This design comes from an exercise in tuning for small area on the open sky130 flow, not from production work.
Function was checked by simulation only, so behaviour that the tests miss may differ from the original.
Power is estimated from default activity; no workload was simulated.

## build 61
## FIFO
module FIFO (
    output [WIDTH-1:0] data_out,         
    output valid,                        
    output [$clog2(DEPTH)-1:0] count,    
    output reg overflow,                 
    output reg underflow,                
    output full,                         
    output near_full,                    
    output near_empty,                   
    output empty,                        
    input [WIDTH-1:0] data_in,           
    input clk,                           
    input wr_en,                         
    input rd_en,                         
    input rst                            
);
parameter WIDTH = 8;
parameter DEPTH = 32;
parameter near_e_depth = 2;
parameter near_f_depth = 2;
localparam AW = $clog2(DEPTH);
reg [WIDTH-1:0] mem [0:DEPTH-1];
reg [AW-1:0]    n;
reg             none_read;
assign count      = n;
assign empty      = (n == 0);
assign full       = (n == DEPTH-1);
assign near_empty = (n <= near_e_depth) && !empty;
  ...
clock: 5.0 ns
lec_check: 0
cap_margin: 20
core_margin: 2
core_utilization: 80
place_density: 0.9
slew_margin: 20
synth_hierarchical: 1
synth_minimum_keep_size: 0
standard.sh (not shown) runs the stock make flow with config.mk's settings and CLKGATE_MAP_FILE= SYNTH_SCRIPT=/design/flow/synth_recipe.tcl, a recipe that flattens the netlist after the stock synthesis.
==> flow/flow/run.sh <==
#!/bin/bash
# The standard layout, with three changes that only shrink the cells:
#  - ports are buffered with buf_1,
#  - the clock tree uses clkbuf_4/clkbuf_8 in clusters of 20 sinks and no
#    dummy loads,
#  - after placement, gates that synthesis upsized are sized back down where
#    timing allows (downsize.tcl), then slew/cap are repaired as usual.
# make's output goes to standard_*.log here and each tool's full log to
# orfs/logs; downsize.tcl's output goes to downsize.log.
set -euo pipefail
export BUFFER_PORTS_ARGS="-buffer_cell sky130_fd_sc_hd__buf_1"
export CTS_ARGS="-sink_clustering_enable -repair_clock_nets -dont_use_dummy_load -buf_list {sky130_fd_sc_hd__clkbuf_8} -sink_clustering_size 22 -sink_clustering_max_diameter 45"
bash standard.sh place > standard_place.log 2>&1

openroad -no_init -exit flow/downsize.tcl -log downsize_tool.log > downsize.log 2>&1 || true
bash standard.sh > standard_finish.log 2>&1
Other scripts of this flow, unchanged in this note and not shown: flow/flow/downsize.tcl
Build 61: no failed stages, no open violations at the end
What build 44 does differently from build 61 at the input level:
-- flow/flow/run.sh --
<<< build 61, line 10
set -euo pipefail
export BUFFER_PORTS_ARGS="-buffer_cell sky130_fd_sc_hd__buf_1"
export CTS_ARGS="-sink_clustering_enable -repair_clock_nets -dont_use_dummy_load -buf_list {sky130_fd_sc_hd__clkbuf_8} -sink_clustering_size 22 -sink_clustering_max_diameter 45"
bash standard.sh place > standard_place.log 2>&1

>>> build 44, line 10
set -euo pipefail
export BUFFER_PORTS_ARGS="-buffer_cell sky130_fd_sc_hd__buf_1"
export CTS_ARGS="-sink_clustering_enable -repair_clock_nets -dont_use_dummy_load -buf_list {sky130_fd_sc_hd__clkbuf_8} -sink_clustering_size 20 -sink_clustering_max_diameter 60"
bash standard.sh place > standard_place.log 2>&1

[summary]
On placed wire-length estimate after detailed placement, build 44 and build 61 are basically level.
Compared with build 61, in build 44 buffers plus inverters on the worst setup path now smaller, routed wire length went down 160 µm, post-route total power has decreased, post-layout worst setup margin went down.
Of build 44 and build 61, it is build 44 that has the lower routing usage on met2.
Global-route wire length before repair went down slightly going from build 61 to build 44.
In build 44, the portion of total power attributed to the clock network came out 0.4 points below the value in build 61.
Looking at start point of the critical path, the n[2] result is from build 61; the n[0] one comes from build 44.
Detailed route, build 44 vs build 61: via total lower for build 44
In the tables for build 44 and build 61, share of cells above drive strength 1 reads lower with build 44.
What build 3 does differently from build 44 at the input level:
==> flow/flow/run.sh <==
#!/bin/bash
# The standard layout (standard.sh), with changes that only shrink cells:
#  - ports are buffered with buf_1 instead of clkdlybuf4s50_1,
#  - the clock tree is built from clkbuf_8 in clusters of at most 19 sinks
#    within 60 um, without dummy loads,
#  - after placement, gates that synthesis or the floorplan's wire-load
#    timing repair upsized are sized back down where timing allows
#    (downsize.tcl); repair_design / repair_timing then run as usual.
# make's output goes to standard_*.log here and each tool's full log to
# orfs/logs; downsize.tcl's output goes to downsize.log.
set -euo pipefail
export BUFFER_PORTS_ARGS="-buffer_cell sky130_fd_sc_hd__buf_1"
export CTS_ARGS="-sink_clustering_enable -repair_clock_nets -dont_use_dummy_load -buf_list {sky130_fd_sc_hd__clkbuf_8} -sink_clustering_size 22 -sink_clustering_max_diameter 70"
bash standard.sh place > standard_place.log 2>&1
openroad -no_init -exit flow/downsize.tcl > downsize.log 2>&1 || true
bash standard.sh > standard_finish.log 2>&1
### Flow results
- Build 3 vs. build 44: post-layout utilization of the core fell by 0.24 points, wire length of the first global-routing pass lost about 1.4%.
- Relative to build 44, worst setup slack decreased by 0.019 ns in build 3.
- Compared to build 44, the router laid down less metal wire for build 3.
- Post-route clock period utilization | build 3 above build 44
> inputs changed (build 3 -> build 8)
Settings: PLACE_DENSITY now 0.92, was 0.9; CORE_UTILIZATION now 85, was 80.
==> flow/flow/run.sh <==
#!/bin/bash
# The standard layout, with three changes that only shrink the cells:
#  - ports are buffered with buf_1,
#  - the clock tree uses clkbuf_4/clkbuf_8 in clusters of 20 sinks and no
#    dummy loads,
#  - after placement, gates that synthesis upsized are sized back down where
#    timing allows (downsize.tcl), then slew/cap are repaired as usual.
# make's output goes to standard_*.log here and each tool's full log to
# orfs/logs; downsize.tcl's output goes to downsize.log.
set -euo pipefail
export BUFFER_PORTS_ARGS="-buffer_cell sky130_fd_sc_hd__buf_1"
export CTS_ARGS="-sink_clustering_enable -repair_clock_nets -dont_use_dummy_load -buf_list {sky130_fd_sc_hd__clkbuf_8} -sink_clustering_size 20 -sink_clustering_max_diameter 60"
bash standard.sh place > standard_place.log 2>&1

openroad -no_init -exit flow/downsize.tcl -log downsize_tool.log > downsize.log 2>&1 || true
bash standard.sh > standard_finish.log 2>&1
Results
For build 8, the flow was terminated by a tool error in detailed placement (3_5_place_dp) and produced no final design.
Build 8 -> build 3: proportion of synthesized chip area in sequential cells delta 0, exact match
Diff build 8..build 3 | number of register bits inferred by synthesis | unchanged
Summary — initial core utilization, build 8 relative to build 3: higher, by 4.8 points.
Diff build 3 -> build 8 | final estimated routing congestion in global placement | down by a few percent
Diff build 3 -> build 8 | detailed placer's ending HPWL | increase of 28%
As far as simple-gate share of the synthesized area goes, build 8 and build 3 are indistinguishable; the numbers are identical.
On multiplexer share of the synthesized area, build 3 and build 8 are basically level.
Diff build 3 -> build 8: die extent in x lost 3.3 µm; number of flops mapped to enable cells by yosys neither gained nor lost much; number of instances in the synthesized netlist neither gained nor lost much.
Setup changes, build 8 to build 96
Settings: swapping 85 for 80 in CORE_UTILIZATION; swapping 0.92 for 0.9 in PLACE_DENSITY.
-- flow/flow/run.sh --
<<< build 8, line 10
set -euo pipefail
export BUFFER_PORTS_ARGS="-buffer_cell sky130_fd_sc_hd__buf_1"
export CTS_ARGS="-sink_clustering_enable -repair_clock_nets -dont_use_dummy_load -buf_list {sky130_fd_sc_hd__clkbuf_8} -sink_clustering_size 20 -sink_clustering_max_diameter 60"
bash standard.sh place > standard_place.log 2>&1

>>> build 96, line 10
set -euo pipefail
export BUFFER_PORTS_ARGS="-buffer_cell sky130_fd_sc_hd__buf_1"
export CTS_ARGS="-sink_clustering_enable -repair_clock_nets -dont_use_dummy_load -buf_list {sky130_fd_sc_hd__clkbuf_8} -sink_clustering_size 18 -sink_clustering_max_diameter 50"
bash standard.sh place > standard_place.log 2>&1

Findings:
- Build 96: flow completed, timing, DRC and antenna clean
- Compared with build 8, build 96 shows width of the chip that has gone up by a few percent.
- Re synthesized netlist net count: no difference whatsoever between build 8 and build 96.
- Re y dimension of the die: build 8 and build 96 aren't equal, and the higher value belongs to build 96.
- Any difference in synthesized cell area between build 8 and build 96 is small enough to ignore.
- Build 96 ended with less initial cell density of the core than build 8.
- Share of the synthesized netlist area taken by xor and xnor gates came out exactly the same in build 8 and build 96.
- Weighted congestion at the end of routability-driven global placement: build 96 vs build 8 up 2.9%
- ~same portion of the post-synthesis area used by sequential elements in build 8 and build 96
- In the metrics for build 8 and build 96, the one carrying the lower number of rows in the core area is build 8.
- Sort build 8 and build 96 by final HPWL from detailed placement, ascending, and build 96 comes first.
For build 50, these inputs were changed with respect to build 96:
==> flow/flow/run.sh <==
#!/bin/bash
# The standard layout (standard.sh), with changes that only shrink cells:
#  - ports are buffered with buf_1 instead of clkdlybuf4s50_1,
#  - the clock tree is built from clkbuf_8 in clusters of at most 19 sinks
#    within 60 um, without dummy loads,
#  - after placement, gates that synthesis or the floorplan's wire-load
#    timing repair upsized are sized back down where timing allows
#    (downsize.tcl); repair_design / repair_timing then run as usual.
# make's output goes to standard_*.log here and each tool's full log to
# orfs/logs; downsize.tcl's output goes to downsize.log.
set -euo pipefail
export BUFFER_PORTS_ARGS="-buffer_cell sky130_fd_sc_hd__buf_1"
export CTS_ARGS="-sink_clustering_enable -repair_clock_nets -dont_use_dummy_load -buf_list {sky130_fd_sc_hd__clkbuf_16} -sink_clustering_size 40 -sink_clustering_max_diameter 60"
bash standard.sh place > standard_place.log 2>&1
openroad -no_init -exit flow/downsize.tcl > downsize.log 2>&1 || true
bash standard.sh > standard_finish.log 2>&1
==> summary.txt <==
Static leakage grows slightly when moving from build 96 to build 50.
Flip-flop and latch share of the layout cell area: lower on build 50
Taking build 96 as the reference, in build 50 number of clock buffer instances in the layout decreased 7, final-layout worst hold slack now sits higher.
Area added between synthesis and finish up 0.41 points in build 50 wrt build 96
Build 50 vs build 96: detailed-routing iteration count for the pre-antenna-repair pass down in build 50
The global-route wire length before repair of build 50 exceeds that of build 96 by 0.87%.
Row switching share of total power: build 50 lower / build 96 higher
From build 96 to build 50, hold violation total from the final report did not move at all.

========
Another version of the RTL of FIFO (not shown whole).
Size: ~480 cells after synthesis.
==> flow/config.mk <==
export PLATFORM = sky130hd
export DESIGN_NAME = FIFO
export DESIGN_NICKNAME = FIFO
export VERILOG_FILES = /design/flow/design.v
export SDC_FILE = /design/flow/constraint.sdc
export NUM_CORES = 4
export LEC_CHECK = 0
export CAP_MARGIN = 20
export CORE_MARGIN = 2
export CORE_UTILIZATION = 75
export PLACE_DENSITY = 0.85
export SLEW_MARGIN = 20
export SYNTH_HIERARCHICAL = 1
export SYNTH_MINIMUM_KEEP_SIZE = 0
==> flow/constraint.sdc <==
create_clock -name core_clock -period 5.0 [get_ports {clk}]
set_input_delay 1.0000 -clock core_clock [delete_from_list [all_inputs] [get_ports {clk}]]
set_output_delay 1.0000 -clock core_clock [all_outputs]
set_load 0.01 [all_outputs]
==> flow/flow/run.sh <==
#!/bin/bash
set -euo pipefail
export BUFFER_PORTS_ARGS="-buffer_cell sky130_fd_sc_hd__buf_1"
export CTS_ARGS="-sink_clustering_enable -repair_clock_nets -dont_use_dummy_load -buf_list {sky130_fd_sc_hd__clkbuf_4 sky130_fd_sc_hd__clkbuf_8} -sink_clustering_size 20 -sink_clustering_max_diameter 80"
bash standard.sh > standard.log 2>&1
The baseline completed with no timing, DRC or antenna violations.
Then changed:
==> flow/run.sh (new file) <==
#!/bin/bash
# synth_recipe.tcl (not shown) runs the flow's synth.tcl, then flattens the netlist and writes it again
# the make line also repeats each setting of config.mk as NAME=value (left out here)
make -C /OpenROAD-flow-scripts/flow DESIGN_CONFIG=/design/flow/config.mk WORK_HOME=/design/flow/orfs CLKGATE_MAP_FILE= SYNTH_SCRIPT=/design/flow/synth_recipe.tcl finish
- CORE_UTILIZATION: 75 -> 40
- PLACE_DENSITY: 0.85 -> default
removed: flow/flow/run.sh
removed: flow/standard.sh
=> Via count goes up by 1.3%. Routed wire length goes up by 11%. Non-clock buffer count stays the same. Total power goes up by 25%. Die area goes up by 84%. Clock skew goes down by 0.058 ns. Worst setup slack loses 0.50 ns. Global-route usage goes down by 12 points. Clock-buffer cell count goes up by 20.

-- what the ideal ports hide --
In the flow no input, the clock included, has a driving cell. The finished layouts below were timed again as built, in two steps.
Step 1 (the two cells are an assumption about what drives the block):
set clk [get_ports {clk}]
set_driving_cell -lib_cell sky130_fd_sc_hd__clkbuf_16 $clk
set_driving_cell -lib_cell sky130_fd_sc_hd__buf_2 [delete_from_list [all_inputs] $clk]
Step 2 moves the port delays by t, midway between the first and last clock arrival at a register: inputs arrive t later, outputs are due t later. That takes back most of the time a late clock gives input paths.
Three values: ideal ports, drivers, drivers and shift; two values: the first two.
| run | t, ns | setup WS [ns] | latest minus earliest clock arrival (ns) |
|---|---|---|---|
| build 61 | 0.528 | 0.915 / 0.877 / 1.331 | 0.039 / 0.038 |
| build 44 | 0.534 | 0.907 / 0.870 / 1.404 | 0.034 / 0.034 |
| build 3 | 0.521 | 0.888 / 0.856 / 1.377 | 0.013 / 0.014 |
| build 96 | 0.524 | 0.905 / 0.867 / 1.390 | 0.053 / 0.053 |
| build 50 | 0.496 | 0.914 / 0.875 / 1.371 | 0.032 / 0.033 |
| the first run of note 2 | 0.516 | 0.965 / 0.930 / 1.445 | 0.077 / 0.077 |
| the second run of note 2 | 0.564 | 0.465 / 0.424 / 0.988 | 0.020 / 0.019 |
After both steps every run listed still meets setup and hold.
